What follows belongs to an exercise in optimizing a design on an open flow for small area; a production flow would make more cautious choices. Only simulation tests tie the RTL to the original design; equivalence was not proved. Power and IR drop assume default switching activity.

<file path="flow/run.sh">
#!/bin/bash
# Own layout flow: the standard layout (standard.sh), except that
# - the standard synthesis maps its combinational logic with an area-oriented
#   ABC script (flow/abc_area.script) instead of ORFS's speed script; the rest
#   of the synthesis, registers included, is unchanged: the only change is
#   the -script argument of yosys's abc call;
# - clock tree synthesis inserts no dummy loads and uses clkbuf_4 above the
#   sink clusters (CTS_ARGS, which ORFS's cts.tcl uses in place of its own).
# Each tool's output goes to a log file of its own in the work folder.
set -euo pipefail
W=$(pwd)
F="$W/flow"

# synthesis script: synth_recipe.tcl with abc's -script argument replaced
{
  echo "proc abc {args} { set i [lsearch \$args -script]; lset args [expr {\$i+1}] {$F/abc_area.script}; yosys abc {*}\$args }"
  cat "$W/synth_recipe.tcl"
} > "$W/own_synth.tcl"

# the standard make command with that synthesis script, for the synthesis only
sed "s#SYNTH_SCRIPT=[^ ]*#SYNTH_SCRIPT=$W/own_synth.tcl#" "$W/standard.sh" > "$W/own_synth.sh"
grep -q "SYNTH_SCRIPT=$W/own_synth.tcl" "$W/own_synth.sh"

bash "$W/own_synth.sh" synth > "$W/synth.log" 2>&1
# the rest of the standard layout, from the floorplan to the final DEF
B=sky130_fd_sc_hd__clkbuf
CTS="-sink_clustering_enable -repair_clock_nets -dont_use_dummy_load -sink_clustering_size 28 -sink_clustering_max_diameter 120 -tree_buf ${B}_4 -root_buf ${B}_4"
bash "$W/standard.sh" "CTS_ARGS=$CTS" finish > "$W/layout.log" 2>&1
test -f "$W/out/final.def"
</file>
<file path="flow/abc_area.script">
&get -n
&st
&synch2
&dch -f
&nf -R 1000 -p -F 8 -A 4 -a
&put
</file>
<file path="standard.sh">
#!/bin/bash
# synth_recipe.tcl (not shown) runs the flow's synth.tcl, then flattens the netlist and writes it again
# the make line also repeats each setting of config.mk as NAME=value (left out here)
make -C /OpenROAD-flow-scripts/flow DESIGN_CONFIG=/design/flow/config.mk WORK_HOME=/design/flow/orfs CLKGATE_MAP_FILE= SYNTH_SCRIPT=/design/flow/synth_recipe.tcl "${@:-finish}"
</file>
<file path="config.mk">
export PLATFORM = sky130hd
export DESIGN_NAME = dac8734_ctrl
export DESIGN_NICKNAME = dac8734_ctrl
export VERILOG_FILES = /design/flow/design.v
export SDC_FILE = /design/flow/constraint.sdc
export NUM_CORES = 4
export LEC_CHECK = 0
export CAP_MARGIN = 20
export CORE_MARGIN = 2
export CORE_UTILIZATION = 40
export CTS_CLUSTER_DIAMETER = 100
export CTS_CLUSTER_SIZE = 25
export SLEW_MARGIN = 20
</file>
<file path="constraint.sdc">
create_clock -name core_clock -period 10.0 [get_ports {clk}]
set_input_delay 2.0000 -clock core_clock [delete_from_list [all_inputs] [get_ports {clk}]]
set_output_delay 2.0000 -clock core_clock [all_outputs]
set_load 0.01 [all_outputs]
</file>
<file path="design.v">
`timescale 1ns / 1ps
module ascii2hex(
    input [7:0] ascii_input,
    output [3:0] hex_output,
	 output error
    );
	wire [3:0] hex_data;
	assign hex_data = ((ascii_input >= "0") & (ascii_input <= "9"))? ascii_input - "0" :
								( 
									(ascii_input >= "A" & ascii_input <= "F") ? ascii_input - "A" + 8'hA :
									( 
										(ascii_input >= "a" & ascii_input <= "f") ? ascii_input - "a" + 8'hA : 4'h0
									)
								);
	assign hex_output = hex_data;
	assign error = (ascii_input < "0") | ((ascii_input > "9") & (ascii_input < "A")) | 
						((ascii_input > "F") & (ascii_input < "a")) | (ascii_input > "f");
endmodule
`timescale 1ns / 1ps
module hex2ascii(
    input [3:0] hex_input,
    output [7:0] ascii_output
    );
	assign ascii_output = ((hex_input < 4'hA) ? "0" : "A"-8'h0A) +{4'h0, hex_input};
endmodule
module async_receiver(clk, rst, RxD, RxD_data_ready, RxD_data);
input clk, rst, RxD;
output reg RxD_data_ready;   
output reg [7:0] RxD_data;
reg [11:0] acc;
reg Baud8Tick;
always @(posedge clk)
    if (rst) {Baud8Tick, acc} <= 13'd0;
    else {Baud8Tick, acc} <= {1'b0, acc} + 13'd151;
reg [1:0] RxD_sync_inv;
always @(posedge clk) if(rst) RxD_sync_inv <= 0; else if(Baud8Tick) RxD_sync_inv <= {RxD_sync_inv[0], ~RxD};
reg [1:0] RxD_cnt_inv;
reg RxD_bit_inv;
always @(posedge clk)
if(rst)
begin
	RxD_cnt_inv <= 0;
	RxD_bit_inv <= 0;
end
else if(Baud8Tick)
begin
	if( RxD_sync_inv[1] && RxD_cnt_inv!=2'b11) RxD_cnt_inv <= RxD_cnt_inv + 2'h1;
	else
	if(~RxD_sync_inv[1] && RxD_cnt_inv!=2'b00) RxD_cnt_inv <= RxD_cnt_inv - 2'h1;
	if(RxD_cnt_inv==2'b00) RxD_bit_inv <= 1'b0;
	else
	if(RxD_cnt_inv==2'b11) RxD_bit_inv <= 1'b1;
end
reg [3:0] state;
reg [3:0] bit_spacing;
wire next_bit = (bit_spacing==4'd10);
always @(posedge clk)
if(rst || state==0)
	bit_spacing <= 4'b0000;
else
if(Baud8Tick)
	bit_spacing <= {bit_spacing[2:0] + 4'b0001} | {bit_spacing[3], 3'b000};
always @(posedge clk)
if(rst)
	state <= 4'b0000;
else if(Baud8Tick)
case(state)
	4'b0000: if(RxD_bit_inv) state <= 4'b1000;   
	4'b1000: if(next_bit) state <= 4'b1001;   
	4'b1001: if(next_bit) state <= 4'b1010;   
	4'b1010: if(next_bit) state <= 4'b1011;   
	4'b1011: if(next_bit) state <= 4'b1100;   
	4'b1100: if(next_bit) state <= 4'b1101;   
	4'b1101: if(next_bit) state <= 4'b1110;   
	4'b1110: if(next_bit) state <= 4'b1111;   
	4'b1111: if(next_bit) state <= 4'b0001;   
	4'b0001: if(next_bit) state <= 4'b0000;   
	default: state <= 4'b0000;
endcase
always @(posedge clk)
if(Baud8Tick && next_bit && state[3]) RxD_data <= {~RxD_bit_inv, RxD_data[7:1]};
always @(posedge clk)
if(rst)
	RxD_data_ready <= 1'b0;
else
	RxD_data_ready <= (Baud8Tick && next_bit && state==4'b0001 && ~RxD_bit_inv);   
endmodule
module async_transmitter(clk, rst, TxD_start, TxD_data, TxD, TxD_busy, TxD_hold, TxD_done);
input clk, rst, TxD_start;
input [7:0] TxD_data;
output TxD, TxD_busy;
output TxD_hold, TxD_done;
reg [14:0] acc;
reg BaudTick;
wire TxD_busy;
always @(posedge clk)
    if (rst) {BaudTick, acc} <= 16'd0;
    else if (TxD_busy) {BaudTick, acc} <= {1'b0, acc} + 16'd151;
reg [3:0] state;
wire TxD_ready = (state==0);
assign TxD_busy = ~TxD_ready;
always @(posedge clk)
if(rst) state <= 4'b0000; else
case(state)
	4'b0000: if(TxD_start) state <= 4'b0001;
	4'b0001: if(BaudTick) state <= 4'b0100;
	4'b0100: if(BaudTick) state <= 4'b1000;   
	4'b1000: if(BaudTick) state <= 4'b1001;   
	4'b1001: if(BaudTick) state <= 4'b1010;   
	4'b1010: if(BaudTick) state <= 4'b1011;   
	4'b1011: if(BaudTick) state <= 4'b1100;   
	4'b1100: if(BaudTick) state <= 4'b1101;   
	4'b1101: if(BaudTick) state <= 4'b1110;   
	4'b1110: if(BaudTick) state <= 4'b1111;   
	4'b1111: if(BaudTick) state <= 4'b0010;   
	4'b0010: if(BaudTick) state <= 4'b0011;   
	4'b0011: if(BaudTick) state <= 4'b0000;   
	default: if(BaudTick) state <= 4'b0000;
endcase
wire muxbit = TxD_data[state[2:0]];
assign TxD_hold = (state == 4'd1) || state[3] || state[2] || (TxD_ready && TxD_start);
assign TxD_done = (state == 4'b1111) && BaudTick;
reg TxD;
always @(posedge clk) if(rst) TxD <= 1'b0; else TxD <= (state<4) | (state[3] & muxbit);
endmodule
`timescale 1ns / 1ps
module tx_fifo (
    input  wire       clk,
    input  wire       rst,      
    input  wire       grst,     
    input  wire       hold,     
    input  wire       refresh,  
    input  wire [7:0] din,
    input  wire       wr_en,
    input  wire       rd_en,
    output wire [7:0] dout,
    output wire       empty
);
reg [6:0] wr_ptr;
reg [6:0] rd_ptr;
wire full = (wr_ptr[5:0] == rd_ptr[5:0]) && (wr_ptr[6] != rd_ptr[6]);
assign empty = (wr_ptr == rd_ptr);
wire acc = wr_en && !full && !rst;
reg [5:0] ph;
reg [511:0] ring;
reg [7:0] d0, d1, d2;
reg [5:0] l0, l1, l2;
reg v0, v1, v2;
wire [5:0] ph1 = ph + 6'd1;
wire [5:0] q_in = ph1 - wr_ptr[5:0];
wire [5:0] q0 = ph1 - l0;
wire [5:0] q1 = ph1 - l1;
wire [5:0] q2 = ph1 - l2;
wire c_in = acc && q_in[1:0] == 2'd0;
wire c0 = v0 && q0[1:0] == 2'd0;
wire c1 = v1 && q1[1:0] == 2'd0;
wire c2 = v2;                     
wire we = c_in | c0 | c1 | c2;
wire [7:0] wbus = c_in ? din : c0 ? d0 : c1 ? d1 : d2;
wire [3:0] wtap = c_in ? q_in[5:2] : c0 ? q0[5:2] : c1 ? q1[5:2] : q2[5:2];
integer t;
always @(posedge clk) begin
    ring <= {ring[503:0], ring[511:504]};
    for (t = 0; t < 16; t = t + 1)
        if (we && wtap == t)
            ring[32*t +: 8] <= wbus;
end
always @(posedge clk) begin
    d0 <= din;
    l0 <= wr_ptr[5:0];
    v0 <= acc && !c_in;
    d1 <= d0;
    l1 <= l0;
    v1 <= v0 && !c0;
    d2 <= d1;
    l2 <= l1;
    v2 <= v1 && !c1;
end
reg [7:0] hreg;
reg [7:0] slot0;
reg [2:0] fwait;
reg fact;
assign dout = hreg;
wire [5:0] hcell = ph - rd_ptr[5:0];
always @(posedge clk) begin
    if (acc && wr_ptr[5:0] == 6'd0)
        slot0 <= din;
    if (rst && !hold) begin
        hreg <= slot0;
        fwait <= 3'd0;
        fact <= 1'b0;
    end
    else if (acc && empty && !hold) begin
        hreg <= din;
        fwait <= 3'd0;
        fact <= 1'b0;
    end
    else if (refresh) begin
        fwait <= 3'd4;
        fact <= 1'b0;
    end
    else if (fwait != 3'd0) begin
        fwait <= fwait - 3'd1;
        if (fwait == 3'd1) fact <= 1'b1;
    end
    else if (fact && hcell == 6'd63) begin
        hreg <= ring[511:504];
        fact <= 1'b0;
    end
end
always @(posedge clk)
    if (grst) ph <= 6'd0;
    else ph <= ph + 6'd1;
always @(posedge clk) begin
    if (rst) begin
        wr_ptr <= 'd0;
        rd_ptr <= 'd0;
    end
    else begin
        if (wr_en && !full)
            wr_ptr <= wr_ptr + 'd1;
        if (rd_en && !empty)
            rd_ptr <= rd_ptr + 'd1;
    end
end
endmodule
`timescale 1ns / 1ps
module data_receiver
    #(
      parameter BTF_RX_BUFFER_COUNT_WIDTH = 6,
      parameter BTF_RX_BUFFER_BYTES = 32,
      parameter BTF_RX_BUFFER_WIDTH = 8 * BTF_RX_BUFFER_BYTES
      )
    (
    input RxD,
    input clk,
    input rst,
    output btf_wr,                   
    output [7:0] btf_byte,
    output btf_commit,               
    output reg [BTF_RX_BUFFER_COUNT_WIDTH-1:0] BTF_Length,
    output [13:0] CMD_Hit,           
    output CMD_Ready,
    output esc_char_detected,
    output reg [1:0] esc_char,       
    output reg wrong_format
    );
	wire [7:0] usbdata ;
	wire usbready ;
	async_receiver RXUSB(.clk(clk), .rst(rst), .RxD(RxD), .RxD_data_ready(usbready), .RxD_data(usbdata));
	wire [3:0] hexadecimal_value;
	wire non_hexadecimal;
	ascii2hex ascii2hex_moudule(.ascii_input(usbdata), .hex_output(hexadecimal_value), .error(non_hexadecimal));
    wire is_dle = (usbdata == 8'h10);
    wire is_C = (usbdata == "C");
    wire is_R = (usbdata == "R");
    wire is_T = (usbdata == "T");
    wire is_A = (usbdata == "A");
    wire is_W = (usbdata == "W");
    reg esc_detect;    
    reg esc_found;     
    assign esc_char_detected = esc_found;
    always @ (posedge clk)
        if (rst) begin
            esc_detect <= 1'b0;
            esc_found <= 1'b0;
        end
        else begin
            esc_found <= 1'b0;
            if (esc_found) begin
                esc_detect <= 1'b0;
            end
            else if (usbready) begin
                if (!esc_detect) begin
                    esc_detect <= is_dle;
                end
                else begin
                    esc_detect <= 1'b0;
                    esc_found <= is_C | is_R | is_A | is_W;
                end
            end
        end
    always @ (posedge clk)
        if (usbready & esc_detect & ~esc_found)
            esc_char <= {is_A | is_W, is_R | is_W};
	reg [3:0] main_state;
	localparam MAIN_IDLE = 4'h0;
	localparam MAIN_BTF_READ_NUM_DIGITS = 4'h1;
	localparam MAIN_BTF_READ_BYTE_COUNT = 4'h2;
	localparam MAIN_BTF_READ_RAW_DATA = 4'h3;
    localparam MAIN_BTF_READ_RAW_DATA_ESC_DETECTED = 4'h4;
	localparam MAIN_BTF_CHECK_TERMINATOR = 4'h5;
	localparam MAIN_BTF_EXECUTION = 4'h6;
    localparam MAIN_CMD_READ_BYTE_COUNT = 4'h7;
    localparam MAIN_CMD_READ_ASCII_STRING = 4'h8;
    localparam MAIN_CMD_READ_ASCII_STRING_ESC_DETECTED = 4'h9;
	localparam MAIN_CMD_CHECK_TERMINATOR = 4'ha;
	localparam MAIN_CMD_EXECUTION = 4'hb;
    localparam MAIN_ESC_CHAR_DETECTED = 4'hc;
    localparam MAIN_WRONG_FORMAT = 4'hd;
    localparam MAIN_IDLE_FIRST_ESC_DETECTED = 4'he;
	reg [5:0] cnt_rem;
	reg [5:0] cnt_act;
    wire [3:0] cmd_actual_byte_count = cnt_act[3:0];
    reg term_ptr;    
    assign CMD_Ready = (main_state == MAIN_CMD_EXECUTION);
    wire active = !rst && !esc_char_detected && usbready;
    assign btf_byte = usbdata;
    assign btf_wr = active && (main_state == MAIN_BTF_READ_RAW_DATA);
    wire term_ok = (usbdata == (term_ptr ? 8'd10 : 8'd13));
    assign btf_commit = active && (main_state == MAIN_BTF_CHECK_TERMINATOR) && term_ok && term_ptr;
    localparam NCMD = 14;
    localparam [8*14-1:0] S1  = "*IDN?";
    localparam [8*14-1:0] S2  = {8'h10, "TEST", 8'h10};
    localparam [8*14-1:0] S3  = "WRITE REG";
    localparam [8*14-1:0] S4  = "SET CONFIG";
    localparam [8*14-1:0] S5  = "RESET";
    localparam [8*14-1:0] S6  = "LDAC";
    localparam [8*14-1:0] S7  = "LDAC LENGTH";
    localparam [8*14-1:0] S8  = "ADJ INTENSITY";
    localparam [8*14-1:0] S9  = "READ INTENSITY";
    localparam [8*14-1:0] S10 = "CAPTURE BTF";
    localparam [8*14-1:0] S11 = "BTF READ COUNT";
    localparam [8*14-1:0] S12 = "READ BTF";
    localparam [8*14-1:0] S13 = "UPDATE BITS";
    localparam [8*14-1:0] S14 = "READ BITS";
    localparam [8*14*NCMD-1:0] SALL = {S14, S13, S12, S11, S10, S9, S8, S7, S6, S5, S4, S3, S2, S1};
    localparam [4*NCMD-1:0] LALL = {4'd9, 4'd11, 4'd8, 4'd14, 4'd11, 4'd14, 4'd13, 4'd11, 4'd4, 4'd5, 4'd10, 4'd9, 4'd6, 4'd5};
    reg [3:0] cmd_k;
    wire [NCMD-1:0] first_hit;    
    wire [NCMD-1:0] next_ok;      
    genvar gk, gp;
    generate
        for (gk = 0; gk < NCMD; gk = gk + 1) begin : match_gen
            localparam [3:0] LEN = LALL[4*gk +: 4];
            wire [LEN-1:0] pos_ok;
            assign pos_ok[0] = 1'b0;
            for (gp = 1; gp < LEN; gp = gp + 1) begin : pos_gen
                assign pos_ok[gp] = (cmd_actual_byte_count == gp) &&
                                    (usbdata == SALL[8*14*gk + 8*(LEN-1-gp) +: 8]);
            end
            assign first_hit[gk] = (cnt_rem[3:0] == LEN) && (usbdata == SALL[8*14*gk + 8*(LEN-1) +: 8]);
            assign next_ok[gk] = (cmd_k == gk + 1) && (|pos_ok);
        end
    endgenerate
    reg [3:0] k_first;
    integer ki;
    always @(*) begin
        k_first = 4'd0;
        for (ki = 0; ki < NCMD; ki = ki + 1)
            if (first_hit[ki]) k_first = k_first | (ki + 1);
    end
    wire k_ok = |next_ok;
    wire [NCMD-1:0] cmd_hit;
    generate
        for (gk = 0; gk < NCMD; gk = gk + 1) begin : hit_gen
            assign cmd_hit[gk] = (cmd_k == gk + 1);
        end
    endgenerate
    assign CMD_Hit = cmd_hit;
    always @ (posedge clk)
        if (rst) begin
            main_state <= MAIN_IDLE;
            wrong_format <= 1'b0;
            BTF_Length <= 0;
        end
        else if (esc_char_detected == 1'b1) begin
            main_state <= MAIN_ESC_CHAR_DETECTED;
            wrong_format <= 1'b0;
        end
        else begin
            case (main_state)
                MAIN_IDLE: begin
                        wrong_format <= 1'b0;
                        if (usbready == 1) begin
                            if (usbdata[7:0] == "#")
                                main_state <= MAIN_BTF_READ_NUM_DIGITS;
                            else if (usbdata[7:0] == "!")
                                main_state <=  MAIN_CMD_READ_BYTE_COUNT;
                            else if (is_dle)
                                main_state <=  MAIN_IDLE_FIRST_ESC_DETECTED;
                            else
                                main_state <= MAIN_WRONG_FORMAT;
                        end
                    end
                MAIN_IDLE_FIRST_ESC_DETECTED:
                    if (usbready == 1) begin
                        if (!(is_C | is_R | is_T | is_A | is_W))
                            main_state <= MAIN_WRONG_FORMAT;
                        else
                            main_state <= MAIN_IDLE;
                    end
                MAIN_BTF_READ_NUM_DIGITS:
                    if (usbready == 1) begin
                        if (non_hexadecimal == 0) begin
                            cnt_act <= {2'b00, hexadecimal_value[3:0]};
                            main_state <= MAIN_BTF_READ_BYTE_COUNT;
                            cnt_rem <= 0;
                        end
                        else
                            main_state <= MAIN_WRONG_FORMAT;
                    end
                MAIN_BTF_READ_BYTE_COUNT:
                    if  (usbready == 1) begin
                        if (non_hexadecimal == 0) begin
                            cnt_rem <= {cnt_rem[1:0], hexadecimal_value[3:0]};
                            cnt_act <= cnt_act - 6'd1;
                            if (cnt_act[3:0] == 4'h1) begin
                                main_state <= MAIN_BTF_READ_RAW_DATA;
                                cnt_act <= 6'h0;
                            end
                        end
                        else
                            main_state <= MAIN_WRONG_FORMAT;
                    end
                MAIN_BTF_READ_RAW_DATA:
                    if  (usbready == 1) begin
                        cnt_rem <= cnt_rem - 6'd1;
                        cnt_act <= cnt_act + 6'd1;
                        if (is_dle)
                            main_state <= MAIN_BTF_READ_RAW_DATA_ESC_DETECTED;
                        else if (cnt_rem == 6'h1) begin
                            main_state <= MAIN_BTF_CHECK_TERMINATOR;
                            term_ptr <= 1'b0;
                        end
                    end
                MAIN_BTF_READ_RAW_DATA_ESC_DETECTED:
                    if  (usbready == 1) begin
                        if (is_dle) begin
                            if (cnt_rem == 6'h0) begin
                                main_state <= MAIN_BTF_CHECK_TERMINATOR;
                                term_ptr <= 1'b0;
                            end
                            else
                                main_state <= MAIN_BTF_READ_RAW_DATA;
                        end
                        else
                            main_state <= MAIN_WRONG_FORMAT;
                    end
                MAIN_BTF_CHECK_TERMINATOR:
                    if  (usbready == 1) begin
                        if (term_ok) begin
                            if (term_ptr) begin
                                main_state <= MAIN_BTF_EXECUTION;
                                term_ptr <= 1'b0;
                                BTF_Length <= cnt_act;
                            end
                            else
                                term_ptr <= 1'b1;
                        end
                        else
                            main_state <= MAIN_WRONG_FORMAT;
                    end
                MAIN_BTF_EXECUTION:
                    main_state <= MAIN_IDLE;
                MAIN_CMD_READ_BYTE_COUNT:
                    if  (usbready == 1'b1) begin
                        if (non_hexadecimal == 1'b0) begin
                            cnt_rem <= {2'b00, hexadecimal_value[3:0]};
                            main_state <= MAIN_CMD_READ_ASCII_STRING;
                            cnt_act <= 6'd0;
                        end
                        else
                            main_state <= MAIN_WRONG_FORMAT;
                    end
                MAIN_CMD_READ_ASCII_STRING:
                    if  (usbready == 1) begin
                        cnt_rem <= cnt_rem - 6'd1;
                        cnt_act <= cnt_act + 6'd1;
                        if (is_dle)
                            main_state <= MAIN_CMD_READ_ASCII_STRING_ESC_DETECTED;
                        else if (cnt_rem[3:0] == 4'd1) begin
                            main_state <= MAIN_CMD_CHECK_TERMINATOR;
                            term_ptr <= 1'b0;
                        end
                    end
                MAIN_CMD_READ_ASCII_STRING_ESC_DETECTED:
                    if  (usbready == 1) begin
                        if (is_dle) begin
                            if (cnt_rem[3:0] == 4'd0) begin
                                main_state <= MAIN_CMD_CHECK_TERMINATOR;
                                term_ptr <= 1'b0;
                            end
                            else
                                main_state <= MAIN_CMD_READ_ASCII_STRING;
                        end
                        else
                            main_state <= MAIN_WRONG_FORMAT;
                    end
                MAIN_CMD_CHECK_TERMINATOR:
                    if  (usbready == 1) begin
                        if (term_ok) begin
                            if (term_ptr) begin
                                main_state <= MAIN_CMD_EXECUTION;
                                term_ptr <= 1'b0;
                            end
                            else
                                term_ptr <= 1'b1;
                        end
                        else
                            main_state <= MAIN_WRONG_FORMAT;
                    end
                MAIN_CMD_EXECUTION:
                    main_state <= MAIN_IDLE;
                MAIN_ESC_CHAR_DETECTED:
                    main_state <= MAIN_IDLE;
                MAIN_WRONG_FORMAT: begin
                        wrong_format <= 1'b1;
                        main_state <= MAIN_IDLE;
                    end
                default:
                    main_state <= MAIN_IDLE;
            endcase
        end
    always @ (posedge clk)
        if (!rst && !esc_char_detected && usbready && main_state == MAIN_CMD_READ_ASCII_STRING)
            cmd_k <= (cmd_actual_byte_count == 4'd0) ? k_first : (k_ok ? cmd_k : 4'd0);
endmodule
module btf_rings(
    input clk,
    input rst,
    input rx_wr,              
    input [7:0] rx_byte,      
    input commit,             
    input capture,            
    input s_ok,               
    input [4:0] rd_j,         
    output reg [31:0] S,      
    output [7:0] B_out,       
    output [4:0] B_k,         
    output [7:0] rd_byte
);
    reg [255:0] R, B, C;
    reg [4:0] ph;
    reg clr;                  
    reg [4:0] hR, hB, hC;
    reg rx_pend;
    reg cb_req, cb_act, cc_req, cc_act;
    reg [3:0] s_pend;         
    wire wr_now = rx_pend && (ph == hR + 5'd1);
    wire zero = rst | clr;
    wire [7:0] R_out = R[255:248];
    assign B_out = B[255:248];
    assign B_k = hB - ph;
    wire [7:0] C_out = C[255:248];
    always @(posedge clk) begin
        R <= {R[247:0], zero ? 8'h00 : (wr_now ? rx_byte : R_out)};
        B <= {B[247:0], zero ? 8'h00 : (cb_act ? R_out : B_out)};
        C <= {C[247:0], zero ? 8'h00 : (cc_act ? B_out : C_out)};
    end
    always @(posedge clk)
        if (rst) begin
            ph <= 5'd0;
            clr <= 1'b1;
            hR <= 5'd0;
            hB <= 5'd0;
            hC <= 5'd0;
            rx_pend <= 1'b0;
            cb_req <= 1'b0;
            cb_act <= 1'b0;
            cc_req <= 1'b0;
            cc_act <= 1'b0;
            s_pend <= 4'd0;
            S <= 32'd0;
        end
        else begin
            ph <= ph + 5'd1;
            if (ph == 5'd31) clr <= 1'b0;
            if (rx_wr) rx_pend <= 1'b1;
            else if (wr_now) begin
                rx_pend <= 1'b0;
                hR <= hR + 5'd1;
            end
            if (commit) cb_req <= 1'b1;
            else if (cb_req && ph == 5'd31) begin
                cb_req <= 1'b0;
                cb_act <= 1'b1;
                hB <= hR;
            end
            else if (cb_act && ph == 5'd31) begin
                cb_act <= 1'b0;
                s_pend <= 4'hf;
            end
            if (s_ok && B_k[4:2] == 3'b000 && s_pend[B_k[1:0]]) begin
                S[8*B_k[1:0] +: 8] <= B_out;
                s_pend[B_k[1:0]] <= 1'b0;
            end
            if (capture) cc_req <= 1'b1;
            else if (cc_req && ph == 5'd31) begin
                cc_req <= 1'b0;
                cc_act <= 1'b1;
                hC <= hB;
            end
            else if (cc_act && ph == 5'd31) cc_act <= 1'b0;
        end
    wire [4:0] rd_pos = ph - hC - 5'd2 - rd_j;
    assign rd_byte = C[8*rd_pos +: 8];
endmodule
`timescale 1ns / 1ps
module data_sender
(
    input clk,
    input rst,
    output TxD,
    input esc_char_detected,
    input [1:0] esc_char,             
    input wrong_format,
    input [2:0] tx1_kind,
    input TX_buffer1_ready,
    input TX_buffer2_ready,
    output [4:0] cap_rd_j,            
    input [7:0] cap_rd_byte,
    input [5:0] BTF_read_count,
    input [5:0] BTF_Length,
    input [7:0] LED_intensity,
    input [31:0] patterns
);
    localparam [2:0] K_WF = 3'd0, K_RSTAT = 3'd1, K_IDN = 3'd2, K_TEST = 3'd3,
                     K_WLEN = 3'd4, K_LED = 3'd5, K_UNK = 3'd6, K_PAT = 3'd7;
	reg TX_buffer1_ready_delay;
	reg TX_buffer2_ready_delay;
	wire TX_buffer1_PosEdge = TX_buffer1_ready & ~TX_buffer1_ready_delay;
	wire TX_buffer2_PosEdge = TX_buffer2_ready & ~TX_buffer2_ready_delay;
    always @ (posedge clk)
        if (rst) begin
            TX_buffer1_ready_delay <= 1'b0;
            TX_buffer2_ready_delay <= 1'b0;
        end
        else begin
            TX_buffer1_ready_delay <= TX_buffer1_ready;
            TX_buffer2_ready_delay <= TX_buffer2_ready;
        end
    wire TxD_hold, TxD_done;
    reg reset_FIFO;
    reg [7:0] FIFO_din;
    reg FIFO_wr_en;
    reg FIFO_rd_en;
    wire [7:0] FIFO_dout;
    wire FIFO_empty;
    tx_fifo transmitter_FIFO(
    .clk(clk),
    .rst(reset_FIFO | rst),
    .grst(rst),
    .hold(TxD_hold),
    .refresh(TxD_done),
    .din(FIFO_din),
    .wr_en(FIFO_wr_en),
    .rd_en(FIFO_rd_en),
    .dout(FIFO_dout),
    .empty(FIFO_empty)
  );
    reg [1:0] src;
    reg [6:0] idx;       
    wire [2:0] kind = (src == 2'd0) ? K_WF : (src == 2'd1) ? K_RSTAT : tx1_kind;
    function [7:0] hexc(input [3:0] v);
        hexc = ((v < 4'hA) ? "0" : "A"-8'h0A) + {4'h0, v};
    endfunction
    function [7:0] str_byte(input [8*14-1:0] s, input [3:0] n, input [3:0] i);
        str_byte = s[8*(n-1-i) +: 8];
    endfunction
    reg [7:0] b1_byte;
    reg [4:0] b1_len;
    always @(*) begin
        b1_byte = 8'h00;
        b1_len = 5'd0;
        case (kind)
            K_WF: begin
                b1_len = 5'd14;
                b1_byte = str_byte("!CWrong format", 4'd14, idx[3:0]);
            end
            K_RSTAT: begin
                b1_len = 5'd5;
                case (idx[2:0])
                    3'd0: b1_byte = patterns[31:24];
                    3'd1: b1_byte = patterns[23:16];
                    3'd2: b1_byte = patterns[15:8];
                    3'd3: b1_byte = patterns[7:0];
                    default: b1_byte = 8'h00;
                endcase
            end
            K_IDN: begin
                b1_len = 5'd11;
                b1_byte = str_byte("!9DAC v1_10", 4'd11, idx[3:0]);
            end
            K_TEST: begin
                b1_len = 5'd12;
                b1_byte = str_byte("!ATest rec'd", 4'd12, idx[3:0]);
            end
            K_WLEN: begin
                b1_len = 5'd15;
                b1_byte = (idx[3:0] == 4'd14) ? {2'b00, BTF_Length} : str_byte("!DWrong length", 4'd14, idx[3:0]);
            end
            K_LED: begin
                b1_len = 5'd3;
                b1_byte = (idx[1:0] == 2'd0) ? "!" : (idx[1:0] == 2'd1) ? "1" : LED_intensity;
            end
            K_UNK: begin
                b1_len = 5'd13;
                b1_byte = str_byte("!BUnknown CMD", 4'd13, idx[3:0]);
            end
            K_PAT: begin
                b1_len = 5'd6;
                case (idx[2:0])
                    3'd0: b1_byte = "!";
                    3'd1: b1_byte = "4";
                    3'd2: b1_byte = patterns[31:24];
                    3'd3: b1_byte = patterns[23:16];
                    3'd4: b1_byte = patterns[15:8];
                    default: b1_byte = patterns[7:0];
                endcase
            end
        endcase
    end
    wire b1_more = (idx[4:0] != b1_len);
    reg [7:0] b2_byte;
    always @(*) begin
        if (idx[6]) begin
            case (idx[2:0])
                3'd3: b2_byte = "#";
                3'd4: b2_byte = "3";
                3'd5: b2_byte = "0";
                3'd6: b2_byte = hexc({2'b00, BTF_read_count[5:4]});
                default: b2_byte = hexc(BTF_read_count[3:0]);
            endcase
        end
        else if (idx[5])
            b2_byte = 8'h00;
        else
            b2_byte = cap_rd_byte;
    end
    assign cap_rd_j = idx[4:0];
    wire b2_more = (idx != {1'b0, BTF_read_count});
	localparam [3:0] MAIN_FIFO_INITIALIZE = 4'd0;
	localparam [3:0] MAIN_FIFO_INITIALIZE_WAIT = 4'd1;
	localparam [3:0] MAIN_IDLE = 4'd2;
    localparam [3:0] MAIN_ESC_CHAR_SEND = 4'd3;
    localparam [3:0] MAIN_SEND_FINISH = 4'd4;
	localparam [3:0] MAIN_BUFFER1_SEND = 4'd5;
	localparam [3:0] MAIN_BUFFER2_SEND = 4'd6;
	localparam [3:0] MAIN_SEND_TERMINATOR = 4'd7;
    localparam [3:0] MAIN_ESC_DETECTED = 4'd8;
	reg [3:0] main_state;
    reg esc_already_encountered;
    wire [7:0] head = (main_state == MAIN_BUFFER2_SEND) ? b2_byte : b1_byte;
    wire more = (main_state == MAIN_BUFFER2_SEND) ? b2_more : b1_more;
    always @ (posedge clk)
        if (rst) begin
            main_state <= MAIN_FIFO_INITIALIZE;
            esc_already_encountered <= 1'b0;
            reset_FIFO <= 1'b0;
            FIFO_wr_en <= 1'b0;
        end
        else if (esc_char_detected == 1'b1) begin
            if (esc_char != 2'd2) begin    
                reset_FIFO <= 1'b1;
                FIFO_wr_en <= 1'b0;
                src <= esc_char;
                main_state <= MAIN_ESC_DETECTED;
                idx <= 7'd15;
            end
        end
        else begin
            case (main_state)
                MAIN_FIFO_INITIALIZE: begin
                        main_state <= MAIN_FIFO_INITIALIZE_WAIT;
                        reset_FIFO <= 1'b1;
                        FIFO_wr_en <= 1'b0;
                        idx <= 7'd15;
                    end
                MAIN_FIFO_INITIALIZE_WAIT: begin
                        reset_FIFO <= 1'b0;
                        if (idx[3:0] == 4'd0)
                            main_state <= MAIN_IDLE;
                        else
                            idx <= idx - 7'd1;
                    end
                MAIN_IDLE:
                    if (wrong_format == 1'b1) begin
                        main_state <= MAIN_BUFFER1_SEND;
                        src <= 2'd0;
                        idx <= 7'd0;
                    end
                    else if (TX_buffer1_PosEdge == 1'b1) begin
                        main_state <= MAIN_BUFFER1_SEND;
                        src <= 2'd2;
                        idx <= 7'd0;
                    end
                    else if (TX_buffer2_PosEdge == 1'b1) begin
                        main_state <= MAIN_BUFFER2_SEND;
                        idx <= 7'd123;
                        esc_already_encountered <= 1'b0;
                    end
                MAIN_ESC_DETECTED: begin
                        reset_FIFO <= 1'b0;
                        if (idx[3:0] == 4'd0) begin
                            main_state <= MAIN_ESC_CHAR_SEND;
                            FIFO_din <= 8'h10;
                            FIFO_wr_en <= 1'b1;
                        end
                        else
                            idx <= idx - 7'd1;
                    end
                MAIN_ESC_CHAR_SEND: begin
                        FIFO_din <= (src == 2'd0) ? "C" : (src == 2'd1) ? "R" : "W";
                        FIFO_wr_en <= 1'b1;
                        if (src == 2'd1) begin    
                            main_state <= MAIN_BUFFER1_SEND;
                            idx <= 7'd0;
                        end
                        else
                            main_state <= MAIN_SEND_FINISH;
                    end
                MAIN_SEND_FINISH: begin
                        main_state <= MAIN_IDLE;
                        FIFO_wr_en <= 1'b0;
                    end
                MAIN_BUFFER1_SEND, MAIN_BUFFER2_SEND:
                    if (more) begin
                        FIFO_din <= head;
                        FIFO_wr_en <= 1'b1;
                        if ((head == 8'h10) && (esc_already_encountered == 1'b0))
                            esc_already_encountered <= 1'b1;
                        else begin
                            esc_already_encountered <= 1'b0;
                            idx <= idx + 7'd1;
                        end
                    end
                    else begin
                        main_state <= MAIN_SEND_TERMINATOR;
                        FIFO_din <= 8'h0d;
                        FIFO_wr_en <= 1'b1;
                        idx <= 7'd1;
                    end
                MAIN_SEND_TERMINATOR:
                    if (idx[1]) begin
                        main_state <= MAIN_IDLE;
                        FIFO_wr_en <= 1'b0;
                    end
                    else begin
                        FIFO_din <= 8'h0a;
                        FIFO_wr_en <= 1'b1;
                        idx <= 7'd2;
                    end
                default:
                    main_state <= MAIN_IDLE;
		endcase
	end
	wire TxD_busy;
	reg TxD_start;
	async_transmitter TXUSB(.clk(clk), .rst(rst), .TxD(TxD), .TxD_busy(TxD_busy), .TxD_start(TxD_start),
									.TxD_hold(TxD_hold), .TxD_done(TxD_done),
									.TxD_data(FIFO_dout));
	reg [1:0] transmitter_state;
	localparam [1:0] TX_IDLE = 2'd0;
	localparam [1:0] TX_WAIT1 = 2'd1;
	localparam [1:0] TX_WAIT2 = 2'd2;
    always @ (posedge clk)
        if (rst) begin
            transmitter_state <= TX_IDLE;
            TxD_start <= 1'b0;
            FIFO_rd_en <= 1'b0;
        end
        else
        case (transmitter_state)
            TX_IDLE:
                if (FIFO_empty != 1'b1) begin
                    TxD_start <= 1'b1;
                    transmitter_state <= TX_WAIT1;
                end
                else
                    TxD_start <= 1'b0;
            TX_WAIT1:
                begin
                    TxD_start <= 1'b0;
                    FIFO_rd_en <= 1'b1;
                    transmitter_state <= TX_WAIT2;
                end
            TX_WAIT2:
                begin
                    FIFO_rd_en <= 1'b0;
                    if (TxD_busy == 1'b0)
                        transmitter_state <= TX_IDLE;
                end
            default:
                transmitter_state <= TX_IDLE;
		endcase
endmodule
`timescale 1ns / 1ps
module clock_divider(
    input wire CLK100MHZ,
    input wire reset,
    input wire [7:0] divide,
    input wire count_enable,
    output wire count_end
    );
reg[7:0] count;
assign count_end = (count == 8'h0);
always @(posedge CLK100MHZ) begin
    begin
        if(count_enable == 1'b1) begin
            count[7:0] <= count[7:0] - 8'h1;
            if( count[7:0] == 8'h0 ) begin
                count[7:0] <= {1'b0,divide[7:1]} - 8'h1;
            end
        end
        else begin
            count[7:0] <= {1'b0,divide[7:1]} - 8'h1;
        end
    end
end
endmodule
`timescale 1ns / 1ps
module shift_register_out(
    input wire CLK100MHZ,
    input wire reset,
    input wire lsb_first,
    input wire data_load,
    input wire [31:0] data_in,
    input wire write,
    output wire sdo
    );
reg [5:0] k;     
always @(posedge CLK100MHZ)
    if (reset || write)
        k <= 6'd0;
    else if (data_load && k != 6'd33)
        k <= k + 6'd1;
wire [4:0] j = k[4:0] - 5'd1;                   
wire [4:0] sel = lsb_first ? j : ~j;
assign sdo = (k != 6'd0) && (k[5] == 1'b0 || k[4:0] == 5'd0) && data_in[sel];
endmodule
`timescale 1ns / 1ps
module shift_register_in(
    input wire CLK100MHZ,
    input wire reset,
    input wire lsb_first,
    input wire data_load,
    input wire sdi,
    input wire clear_register,
    output wire [31:0] data_out
    );
reg[31:0] data;
assign data_out[31:0] = data[31:0];
always@(posedge CLK100MHZ) begin
    if(reset) begin
        data[31:0] <= 32'h0;
    end
    else begin
        if( clear_register == 1'b1) begin
            data[31:0] <= 32'b0;
        end
        else if(data_load == 1'b1) begin
            if(lsb_first == 1'b1) begin
                data[31:0] <= {data[30:0], sdi};
            end
            else begin
                data[31:0] <= {sdi,data[31:1]};
            end
        end
    end
end
endmodule
`timescale 1ns / 1ps
module spi_fsm_module
#(
    parameter NUM_CS = 1
)
(
    input  wire CLK100MHZ,
    input  wire reset,
    input  wire [31:0] spi_word,
    input  wire spi_config_selected,
    input  wire spi_data_selected,
    output wire busy,
    output wire loading,            
    output wire sdo,
    output wire cpol,
    output wire cspol,
    output wire slave_en,
    output wire cs_next,
    output wire sck_next,
    output wire[NUM_CS-1:0] cs_val
);
reg config_lsb_first;
reg config_slave_en;
reg config_end_spi;
reg[7:0] config_cs;
reg[4:0] config_length;
reg config_cspol;
reg config_cpol;
reg config_cpha;
reg[7:0] clk_div;
reg busy_state;
reg spi_start;
reg [4:0] data_remain;
reg data_load;
reg sck_next_state;
reg cs_next_state;
reg spi_counter_state;
reg initialize_reg;
wire spi_counter_end;
wire reduced_config_cpha = config_cpha ^ config_slave_en;
localparam [2:0] IDLE = 3'd0, LOW = 3'd1, HIGH = 3'd2, WAIT_LOW = 3'd3,
                 LAST_HIGH = 3'd4, LAST_LOW = 3'd5, EXTEND_LOW = 3'd6;
reg [2:0] spi_fsm_state;
assign busy = busy_state;
assign loading = initialize_reg;
assign cpol = config_cpol;
assign cspol = config_cspol;
assign slave_en = config_slave_en;
assign cs_next = cs_next_state;
assign sck_next = sck_next_state;
assign cs_val[NUM_CS-1:0] = config_cs[NUM_CS-1:0];
clock_divider clock_divider_0 (
    .CLK100MHZ(CLK100MHZ),
    .reset(reset),
    .divide(clk_div),
    .count_enable(spi_counter_state),
    .count_end(spi_counter_end)
);
shift_register_out shift_register_out_0(
    .CLK100MHZ(CLK100MHZ),
    .reset(reset),
    .lsb_first(config_lsb_first),
    .data_load(data_load),
    .data_in(spi_word),
    .write(initialize_reg),
    .sdo(sdo)
);
always @(posedge CLK100MHZ) begin
    if(reset) begin
        spi_start <= 1'b0;
        {config_lsb_first, config_slave_en, config_end_spi, config_cs, config_length, config_cspol, config_cpol, config_cpha, clk_div} <= 27'h0;
    end
    else begin
        if( spi_config_selected & ~busy_state) begin
            {config_lsb_first, config_slave_en, config_end_spi} <= spi_word[31:29];
            {config_cs, config_length, config_cspol, config_cpol, config_cpha, clk_div} <= spi_word[23:0];
        end
        spi_start <= spi_data_selected & ~busy_state;
    end
end
always @(posedge CLK100MHZ) begin
    if(reset) begin
        busy_state <= 1'b0;
        spi_fsm_state <= IDLE;
        data_load <= 1'b0;
        sck_next_state <= 1'b0;
        cs_next_state <= 1'b0;
        spi_counter_state <= 1'b0;
        initialize_reg <= 1'b0;
    end
    else begin
        case(spi_fsm_state)
            IDLE:
            begin
                data_remain[4:0] <= config_length[4:0];
                if(spi_start == 1'b1) begin
                    busy_state <= 1'b1;
                    cs_next_state <= 1'b1;
                    if(reduced_config_cpha == 1'b0) begin
                        data_load <= 1'b1;
                        spi_fsm_state <= LOW;
                    end
                    else begin
                        data_load <= 1'b0;
                        spi_fsm_state <= EXTEND_LOW;
                    end
                    spi_counter_state <= 1'b1;
                    sck_next_state <= 1'b0;
                    initialize_reg <= 1'b0;
                end
                else begin
                    cs_next_state <= 1'b0;
                    sck_next_state <= 1'b0;
                    busy_state <= spi_data_selected;
                    data_load <= 1'b0;
                    spi_counter_state <= 1'b0;
                    initialize_reg <= 1'b1;
                end
            end
            LOW:
            begin
                initialize_reg <= 1'b0;
                if(spi_counter_end == 1'b1) begin
                    spi_fsm_state <= (data_remain[4:0] == 5'h0) ? LAST_HIGH : HIGH;
                    sck_next_state <= 1'b1;
                    data_load <= reduced_config_cpha;
                end
                else begin
                    sck_next_state <= 1'b0;
                    data_load <= 1'b0;
                end
            end
            HIGH:
            begin
                if( spi_counter_end == 1'b1 ) begin
                    data_remain[4:0] <= data_remain[4:0] - 5'h1;
                    spi_fsm_state <= LOW;
                    data_load <= ~reduced_config_cpha;
                    sck_next_state <= 1'b0;
                end
                else begin
                    sck_next_state <= 1'b1;
                    data_load <= 1'b0;
                end
            end
            WAIT_LOW:
            begin
                data_remain[4:0] <= config_length[4:0];
                if(spi_start == 1'b1) begin
                    busy_state <= 1'b1;
                    if(reduced_config_cpha == 1'b0) begin
                        spi_fsm_state <= LOW;
                        data_load <= 1'b1;
                    end
                    else begin
                        spi_fsm_state <= EXTEND_LOW;
                        data_load <= 1'b0;
                    end
                    spi_counter_state <= 1'b1;
                    initialize_reg <= 1'b0;
                    sck_next_state <= 1'b0;
                end
                else begin
                    initialize_reg <= 1'b1;
                    spi_counter_state <= 1'b0;
                    busy_state <= 1'b0;
                    data_load <= 1'b0;
                    sck_next_state <= 1'b0;
                end
            end
            LAST_HIGH:
            begin
                if(spi_counter_end == 1'b1) begin
                    spi_fsm_state <= LAST_LOW;
                    if( reduced_config_cpha == 1'b1 )
                        data_load <= 1'b0;
                    else if( config_slave_en == 1'b0)
                        data_load <= 1'b1;
                    sck_next_state <= 1'b0;
                end
                else begin
                    sck_next_state <= 1'b1;
                    data_load <= 1'b0;
                end
            end
            LAST_LOW:
            begin
                sck_next_state <= 1'b0;
                data_load <= 1'b0;
                if(spi_counter_end == 1'b1) begin
                    busy_state <= 1'b1;
                    if(config_end_spi == 1'b1) begin
                        spi_fsm_state <= IDLE;
                        cs_next_state <= 1'b0;
                    end
                    else
                        spi_fsm_state <= WAIT_LOW;
                end
            end
            EXTEND_LOW:
            begin
                initialize_reg <= 1'b0;
                sck_next_state <= 1'b0;
                data_load <= 1'b0;
                if(spi_counter_end == 1'b1)
                    spi_fsm_state <= LOW;
            end
            default: ;
        endcase
    end
end
endmodule
`timescale 1ns / 1ps
module spi_multiple_single_output
#(
    parameter NUM_CS = 1
)
(
    input wire CLK100MHZ,
    input wire cpol,
    input wire cspol,
    input wire slave_en,
    input wire cs_next,
    input wire sdo,
    input wire sck_next,
    input wire [NUM_CS - 1:0]cs_val,
    output wire io_out,
    output wire io_oe,
    output wire sck,
    output wire [NUM_CS - 1:0] cs
);
genvar i;
reg sck_buffer;
reg[NUM_CS -1 :0] cs_buffer;
generate
    for (i = 0; i < NUM_CS; i = i + 1) begin : io_buf_gen
        always @(posedge CLK100MHZ) begin
            cs_buffer[i] <= ~ ( cspol ^( cs_next && cs_val[i] ));
        end
    end
endgenerate
assign io_out = sdo;
assign io_oe = ~slave_en;
assign sck = sck_buffer;
assign cs[NUM_CS-1:0] = cs_buffer[NUM_CS-1:0];
always @(posedge CLK100MHZ) begin
    sck_buffer <= sck_next ^ cpol;
end
endmodule
`timescale 1ns / 1ps
module dac8734_ctrl(
    input  wire       clk,
    input  wire       reset,
    input  wire       uart_rxd,
    output wire       uart_txd,
    output wire       sck,
    output wire [7:0] cs,
    output wire       io_out,
    output wire       io_oe,
    output wire       ldac_n
);
localparam NUM_CS = 8;
localparam C_IDN = 0, C_TEST = 1, C_WRITE_REG = 2, C_SET_CONFIG = 3, C_RESET = 4,
           C_LDAC = 5, C_LDAC_LENGTH = 6, C_ADJ_INTENSITY = 7, C_READ_INTENSITY = 8,
           C_CAPTURE_BTF = 9, C_BTF_READ_COUNT = 10, C_READ_BTF = 11,
           C_UPDATE_BITS = 12, C_READ_BITS = 13;
localparam [2:0] K_IDN = 3'd2, K_TEST = 3'd3, K_WLEN = 3'd4, K_LED = 3'd5,
                 K_UNK = 3'd6, K_PAT = 3'd7;
wire [31:0] BTF_Buffer;       
wire [7:0] B_out;
wire [4:0] B_k;
wire btf_wr, btf_commit;
wire [7:0] btf_byte;
wire btf_capture;
wire upd_set;
wire [4:0] cap_rd_j;
wire [7:0] cap_rd_byte;
wire [5:0] BTF_Length;
wire [13:0] CMD_Hit;
wire CMD_Ready;
wire esc_char_detected;
wire [1:0] esc_char;
wire wrong_format;
data_receiver receiver(
    .RxD                                (uart_rxd),
    .clk                                (clk),
    .rst                                (reset),
    .btf_wr                             (btf_wr),
    .btf_byte                           (btf_byte),
    .btf_commit                         (btf_commit),
    .BTF_Length                         (BTF_Length),
    .CMD_Hit                            (CMD_Hit),
    .CMD_Ready                          (CMD_Ready),
    .esc_char_detected                  (esc_char_detected),
    .esc_char                           (esc_char),
    .wrong_format                       (wrong_format)
);
btf_rings rings(
    .clk                                (clk),
    .rst                                (reset),
    .rx_wr                              (btf_wr),
    .rx_byte                            (btf_byte),
    .commit                             (btf_commit),
    .capture                            (btf_capture),
    .s_ok                               (spi_loading),
    .rd_j                               (cap_rd_j),
    .S                                  (BTF_Buffer),
    .B_out                              (B_out),
    .B_k                                (B_k),
    .rd_byte                            (cap_rd_byte)
);
reg [2:0] tx1_kind;
reg TX_buffer1_ready;
reg TX_buffer2_ready;
reg [5:0] BTF_read_count;
reg [7:0] LED_intensity;
reg [31:0] patterns;
data_sender sender(
    .clk                                    (clk),
    .rst                                    (reset),
    .TxD                                    (uart_txd),
    .esc_char_detected                      (esc_char_detected),
    .esc_char                               (esc_char),
    .wrong_format                           (wrong_format),
    .tx1_kind                               (tx1_kind),
    .TX_buffer1_ready                       (TX_buffer1_ready),
    .TX_buffer2_ready                       (TX_buffer2_ready),
    .cap_rd_j                               (cap_rd_j),
    .cap_rd_byte                            (cap_rd_byte),
    .BTF_read_count                         (BTF_read_count),
    .BTF_Length                             (BTF_Length),
    .LED_intensity                          (LED_intensity),
    .patterns                               (patterns)
);
reg spi_reset;
reg spi_config_selected;
reg spi_data_selected;
wire busy;
wire spi_loading;
wire sdo;
wire cpol;
wire cspol;
wire slave_en;
wire cs_next;
wire sck_next;
wire [NUM_CS-1:0] cs_val;
spi_fsm_module #(
    .NUM_CS                              (NUM_CS)
) spi_fsm_inst (
    .CLK100MHZ                           (clk),
    .reset                               (spi_reset | reset),
    .spi_word                            (BTF_Buffer[31:0]),
    .spi_config_selected                 (spi_config_selected),
    .spi_data_selected                   (spi_data_selected),
    .busy                                (busy),
    .loading                             (spi_loading),
    .sdo                                 (sdo),
    .cpol                                (cpol),
    .cspol                               (cspol),
    .slave_en                            (slave_en),
    .cs_next                             (cs_next),
    .sck_next                            (sck_next),
    .cs_val                              (cs_val)
);
spi_multiple_single_output #(
    .NUM_CS                              (NUM_CS)
) spi_mso_inst (
    .CLK100MHZ                           (clk),
    .cpol                                (cpol),
    .cspol                               (cspol),
    .slave_en                            (slave_en),
    .cs_next                             (cs_next),
    .sdo                                 (sdo),
    .sck_next                            (sck_next),
    .cs_val                              (cs_val),
    .io_out                              (io_out),
    .io_oe                               (io_oe),
    .sck                                 (sck),
    .cs                                  (cs)
);
reg ldac_bar;
assign ldac_n = ldac_bar;
reg [7:0] ldac_length;
reg [7:0] ldac_pause_count;
reg upd_pend, upd_act;
wire upd_now = (upd_pend && B_k == 5'd7) || upd_act;
wire [1:0] upd_m = B_k[1:0];            
wire [7:0] upd_data = BTF_Buffer[8*upd_m +: 8];
always @(posedge clk)
    if (reset) begin
        upd_pend <= 1'b0;
        upd_act <= 1'b0;
        patterns <= 32'd0;
    end
    else begin
        if (upd_set) upd_pend <= 1'b1;
        else if (upd_pend && B_k == 5'd7) begin
            upd_pend <= 1'b0;
            upd_act <= 1'b1;
        end
        else if (upd_act && B_k == 5'd4) upd_act <= 1'b0;
        if (upd_now)
            patterns[8*upd_m +: 8] <= (patterns[8*upd_m +: 8] & ~B_out) | (B_out & upd_data);
    end
localparam [2:0] MAIN_IDLE = 3'd0,
                 MAIN_SPI_CONFIG = 3'd1,
                 MAIN_RESET = 3'd2,
                 MAIN_DAC_WAIT_FOR_BUSY_ON = 3'd3,
                 MAIN_DAC_WAIT_FOR_BUSY_OFF = 3'd4,
                 MAIN_DAC_LDAC_PAUSE = 3'd5,
                 MAIN_DAC_LDAC_OFF = 3'd6,
                 MAIN_UNKNOWN_CMD = 3'd7;
reg [2:0] main_state;
assign upd_set = !reset && !esc_char_detected && main_state == MAIN_IDLE && CMD_Ready && CMD_Hit[C_UPDATE_BITS];
assign btf_capture = !reset && !esc_char_detected && main_state == MAIN_IDLE && CMD_Ready && CMD_Hit[C_CAPTURE_BTF];
always @ (posedge clk) begin
    if (reset) begin
        main_state <= MAIN_IDLE;
        TX_buffer1_ready <= 1'b0;
        TX_buffer2_ready <= 1'b0;
        LED_intensity <= 8'd0;
        spi_reset <= 1'b0;
        spi_config_selected <= 1'b0;
        spi_data_selected <= 1'b0;
        ldac_bar <= 1'b1;
        ldac_length <= 8'd40;
        BTF_read_count <= 'd0;
    end
    else if (esc_char_detected == 1'b1) begin
        if (esc_char == 2'd0) begin    
            TX_buffer1_ready <= 1'b0;
            TX_buffer2_ready <= 1'b0;
            main_state <= MAIN_IDLE;
            spi_reset <= 1'b0;
            spi_config_selected <= 1'b0;
            spi_data_selected <= 1'b0;
        end
    end
    else begin
        case (main_state)
            MAIN_IDLE: begin
                spi_config_selected <= 1'b0;
                spi_data_selected <= 1'b0;
                if (CMD_Ready == 1'b1) begin
                    if (CMD_Hit[C_IDN]) begin
                        tx1_kind <= K_IDN;
                        TX_buffer1_ready <= 1'b1;
                    end
                    else if (CMD_Hit[C_TEST]) begin
                        tx1_kind <= K_TEST;
                        TX_buffer1_ready <= 1'b1;
                    end
                    else if (CMD_Hit[C_WRITE_REG]) begin
                        if (BTF_Length != 6'd4) begin
                            tx1_kind <= K_WLEN;
                            TX_buffer1_ready <= 1'b1;
                        end
                        else if (busy != 1'b1) begin
                            main_state <= MAIN_DAC_WAIT_FOR_BUSY_ON;
                            spi_data_selected <= 1'b1;
                        end
                    end
                    else if (CMD_Hit[C_SET_CONFIG]) begin
                        if (BTF_Length != 6'd8) begin
                            tx1_kind <= K_WLEN;
                            TX_buffer1_ready <= 1'b1;
                        end
                        else if (busy != 1'b1) begin
                            main_state <= MAIN_SPI_CONFIG;
                            spi_config_selected <= 1'b1;
                        end
                    end
                    else if (CMD_Hit[C_RESET]) begin
                        spi_reset <= 1'b1;
                        main_state <= MAIN_RESET;
                    end
                    else if (CMD_Hit[C_LDAC]) begin
                        ldac_bar <= 1'b0;
                        ldac_pause_count <= ldac_length;
                        main_state <= MAIN_DAC_LDAC_PAUSE;
                    end
                    else if (CMD_Hit[C_LDAC_LENGTH]) begin
                        ldac_length <= BTF_Buffer[7:0];
                    end
                    else if (CMD_Hit[C_ADJ_INTENSITY]) begin
                        LED_intensity <= BTF_Buffer[7:0];
                    end
                    else if (CMD_Hit[C_READ_INTENSITY]) begin
                        tx1_kind <= K_LED;
                        TX_buffer1_ready <= 1'b1;
                    end
                    else if (CMD_Hit[C_CAPTURE_BTF]) begin
                    end
                    else if (CMD_Hit[C_BTF_READ_COUNT]) begin
                        BTF_read_count <= BTF_Buffer[5:0];
                    end
                    else if (CMD_Hit[C_READ_BTF]) begin
                        TX_buffer2_ready <= 1'b1;
                    end
                    else if (CMD_Hit[C_UPDATE_BITS]) begin
                    end
                    else if (CMD_Hit[C_READ_BITS]) begin
                        tx1_kind <= K_PAT;
                        TX_buffer1_ready <= 1'b1;
                    end
                    else begin
                        main_state <= MAIN_UNKNOWN_CMD;
                    end
                end
                else begin
                    TX_buffer1_ready <= 1'b0;
                    TX_buffer2_ready <= 1'b0;
                end
            end
            MAIN_DAC_WAIT_FOR_BUSY_ON: begin
                spi_data_selected <= 1'b0;
                if (busy != 1'b1)
                    main_state <= MAIN_DAC_WAIT_FOR_BUSY_OFF;
            end
            MAIN_DAC_WAIT_FOR_BUSY_OFF: begin
                if (busy != 1'b1)
                    main_state <= MAIN_IDLE;
            end
            MAIN_SPI_CONFIG : begin
                if (busy != 1'b1)
                    main_state <= MAIN_IDLE;
            end
            MAIN_DAC_LDAC_PAUSE: begin
                if (ldac_pause_count == 0)
                    main_state <= MAIN_DAC_LDAC_OFF;
                ldac_pause_count <= ldac_pause_count - 'd1;
            end
            MAIN_DAC_LDAC_OFF: begin
                ldac_bar <= 1'b1;
                main_state <= MAIN_IDLE;
            end
            MAIN_RESET: begin
                spi_reset <= 1'b0;
                main_state <= MAIN_IDLE;
            end
            MAIN_UNKNOWN_CMD: begin
                tx1_kind <= K_UNK;
                TX_buffer1_ready <= 1'b1;
                main_state <= MAIN_IDLE;
            end
        endcase
    end
end
endmodule
</file>
==> run notes <==
power groups by stage:
stage | sequential [mW] | clock [mW] | combinational [mW]
after floorplan | 7.81 | 0 | 1.78
final | 7.73 | 3.01 | 2.60
after CTS | 7.74 | 3.14 | 2.60
after global routing | 7.80 | 3.37 | 2.87
after detailed placement | 7.88 | 0 | 2.59
after global placement | 7.88 | 0 | 2.58
synth_stat cells, types with 5 or more instances:
cell type	instances	area [µm²]
nand2b_1	49	307
nand4_1	16	100
nor4_1	34	213
o21a_1	5	37.5
o31ai_1	9	67.6
or2_0	12	75.1
clkinv_1	102	383
nand3b_1	10	75.1
nand3_1	83	415
o22ai_1	50	313
a311oi_1	6	52.6
a21oi_1	245	1230
o21ai_0	253	1270
and3_1	36	225
a41oi_1	5	43.8
edfxtp_1	76	2280
ha_1	101	1260
o22a_1	5	43.8
a221oi_1	6	52.6
a22oi_1	89	668
dfxtp_1	1609	32200
a21o_1	11	82.6
xor2_1	64	561
nor3_1	104	521
xnor2_1	80	701
and2_0	15	93.8
nand2_1	384	1440
o211ai_1	18	135
or4_1	7	52.6
mux2_1	10	113
a31oi_1	32	200
a21boi_0	10	75.1
o21bai_1	9	67.6
a211oi_1	37	278
a222oi_1	16	160
mux2i_1	67	671
nor4b_1	7	61.3
nor2b_1	45	282
or3_1	13	81.3
nor2_1	503	1890
fa_1	9	180
mux4_2	88	1980
nor3b_1	16	120
o221ai_1	5	43.8
logic make-up (layout without fill, tap and decap cells):
| logic type | after synthesis | after routing | share of synthesized area, % |
|---|---|---|---|
| and+or+nand+nor | 1344 | 1344 | 11.7 |
| buffers and inverters | 102 | 234 | 0.742 |
| other | 0 | 9 | 0 |
| muxes | 165 | 165 | 5.36 |
| AOI/OAI and AO/OA | 855 | 855 | 10.1 |
| xor gates and xnor gates | 144 | 144 | 2.44 |
| DFF | 1685 | 1685 | 66.8 |
| adders and majority gates | 110 | 110 | 2.80 |
through the flow:
step	worst slack [ps]	hold WS [ps]
floorplan	3260	310
global placement	3770	310
detailed placement	3740	312
CTS	3380	209
global route	3210	215
finish	3560	229
cell usage in the layout, fill, tap and decap left out, drive strengths merged, types with 10 or more instances in the layout:
cell,synthesis,layout
mux2i,67,67
nand4,16,16
mux2,10,10
nor4,34,34
nand2b,49,49
a21boi,10,10
xnor2,80,80
a21o,11,11
o21ai,253,253
ha,101,101
a211oi,37,37
a222oi,16,16
nor3b,16,16
clkinv,102,102
nand2,384,384
nand3b,10,10
nor2,503,503
clkdlybuf4s50,0,14
mux4,88,88
nor2b,45,45
clkbuf,0,70
edfxtp,76,76
a22oi,89,89
and3,36,36
and2,15,15
buf,0,48
nor3,104,104
o211ai,18,18
a31oi,32,32
xor2,64,64
or2,12,12
a21oi,245,245
nand3,83,83
o22ai,50,50
dfxtp,1609,1609
or3,13,13
metal layers:
metal / global-route usage [%] / up-vias / wire length (µm)
met4: 4.64 / 0 / 2680
li1: - / 15703 / -
met2: 25.4 / 629 / 47600
met3: 2.28 / 165 / 4190
met1: 22.2 / 15130 / 51100
met5: 0 / - / 0
worst max-delay path by stage:
stage | from | to | slack [ps] | cells past startpoint
finish | spi_fsm_inst.shift_register_out_0.k[0] | io_out | 3560 | 8
global route | spi_fsm_inst.shift_register_out_0.k[0] | io_out | 3210 | 8
CTS | spi_fsm_inst.shift_register_out_0.k[0] | io_out | 3380 | 8
detailed placement | sender.idx[0] | sender.idx[4] | 3740 | 14
global placement | sender.idx[0] | sender.idx[4] | 3770 | 14
floorplan | sender.idx[0] | sender.idx[0] | 3260 | 12
cell type report:
class / count / area [µm²]
clock buffer: 70 / 1590
sequential: 1685 / 34500
fill: 11970 / 72000
tap: 1662 / 2080
antenna: 9 / 22.5
inverter: 102 / 383
multi-input combinational: 2618 / 16800
timing repair buffer: 62 / 502
==> flow_metrics.env <==
export IMPL_run_status="no timing/DRC/antenna violations"
export IMPL_core_area_mm2=0.128
export IMPL_worst_slew_pin_transition_ps=1060
export IMPL_hp_class="register to register"
export IMPL_total_power_mw=13.3
export IMPL_period_needed_ps=6440
export IMPL_cts_setup_buffers=0
export IMPL_htree_num_levels=3
export IMPL_drive_above_1_share_pct=4.87
export IMPL_rows=131
export IMPL_min_to="rings.R[198]"
export IMPL_cts_tree="done"
export IMPL_seq_area_frac_synth_pct=66.8
export IMPL_io_pins=16
export IMPL_gp_congestion=0.923
export IMPL_antenna_found_initial=3
export IMPL_grt_setup_unrepaired="false"
export IMPL_grt_max_degree=85
export IMPL_dpl_cell_count=6129
export IMPL_dp_hpwl_mm=70.5
export IMPL_cp_num_buf_inv=2
export IMPL_syn2layout_area_growth_pct=8.31
export IMPL_dpl_instance_area_mm2=0.0543
export IMPL_largest_reg_flops=512
export IMPL_drtPass1Iterations=7
export IMPL_p_clk_share_pct=22.5
export IMPL_slowest_delay_ps=720
export IMPL_path_clk_slew_ps=110
export IMPL_nets=4652
export IMPL_worst_endpoint_required_ps=8000
export IMPL_synth_area_mm2=0.0516
export IMPL_cap_violations=0
export IMPL_end_kind="output port"
export IMPL_drc=0
export IMPL_drtIter0Drc=2573
export IMPL_reg2reg_from="sender.idx[0]"
export IMPL_clkSinkCount=1685
export IMPL_final_hold_violation_count=0
export IMPL_fin_util_pct=43.7
export IMPL_cpLargestDelayFamily="multiplexers"
export IMPL_max_freq_mhz=155
export IMPL_fp_dieH_um=363
export IMPL_fin_skew_ps=121
export IMPL_cts_buffers=70
export IMPL_synth_distinct_cells=68
export IMPL_grt_pass1_wl_mm=168
export IMPL_syn_nets=4518
export IMPL_antenna_left=0
export IMPL_path_max_fanout=10
export IMPL_switching_share_pct=28.8
export IMPL_crit_arrival_ps=4440
export IMPL_grt_ovfl_total=0
export IMPL_reg2regPathDepth=14
export IMPL_clk_path_buf_depth=3
export IMPL_cp_cell_sequence="clkinv_1, ha_1, xnor2_1, mux4_2, mux2_1, a21oi_1, a211oi_1, clkdlybuf4s50_1"
export IMPL_p_comb_share_pct=19.5
export IMPL_synth_seq_cells=1685
export IMPL_worstHoldPathCells=0
export IMPL_setup_worst_path_start_class="register"
export IMPL_hold_start="rings.R[190]"
export IMPL_syn_area_per_cell_um2=11.7
export IMPL_slew_violations=0
export IMPL_port_buffers=15
export IMPL_setup_viol=0
export IMPL_p_seq_share_pct=58.0
export IMPL_synth_top_flop_cell="dfxtp_1"
export IMPL_vias_per_cell=5.09
export IMPL_cellInternalPower_mw=9.50
export IMPL_crit_slowest_cell="xnor2_1"
export IMPL_fin_crit_sh_pct=64.4
export IMPL_irDropWorstVdd_uv=149
export IMPL_clock_root_buffer="clkbuf_4"
export IMPL_hold_buffers=0
export IMPL_power_switching_mw=3.83
export IMPL_p_per_area_mw_per_mm2=239
export IMPL_start_util_pct=40.4
export IMPL_routed_wl_mm=106
export IMPL_power_leakage_nw=20.5
export IMPL_cts_resized=0
export IMPL_rr_endpoint="sender.idx[5]"
export IMPL_clk_latency_ps=1110
export IMPL_r2r_slack_ps=3800
export IMPL_vias=31627
export IMPL_largest_register="sender.transmitter_FIFO.ring"
export IMPL_die_area_mm2=0.132
export IMPL_crit_type="register to output port"
export IMPL_grt_pass1_vias=30003
export IMPL_grtUsageTotal_pct=15.8
export IMPL_synthArstFlopShare_pct=0
export IMPL_die_w_um=363
export IMPL_syn_inst=4405
export IMPL_fin_cells=6208
export IMPL_ys_warn_count=11
export IMPL_slew_headroom_pct=28.9
export IMPL_fin_setup_tns_ps=0
export IMPL_wl_per_cell_um=17.0
export IMPL_stdcell_area_mm2=0.0559
export IMPL_synth_edf_count=76

-- port drivers added, routing unchanged --
Ports are ideal in the flow. The routed layout listed here was re-timed in OpenROAD. Step 1: set_driving_cell puts a clkbuf_16 on clk and a buf_2 on each other input, an assumption about the parent block. Step 2 times the ports against the registers' clock, not the clock port: input delays grow and output delays shrink by t, the midpoint of the rising clock arrivals with the driver on. Slacks: ideal ports / drivers / drivers and shift; pairs: ideal ports / drivers.
t, ns: 1.117
setup slack, ns: 3.562 / 3.489 / 3.803
worst setup path at the end: register to register
latest minus earliest clock arrival (ns): 0.141 / 0.141
worst register clock-pin slew, ns: 0.12 / 0.12
After both steps this run still meets setup and hold. For this run, drivers alone change the setup slack by -0.073 ns; drivers and shift together by +0.241 ns.
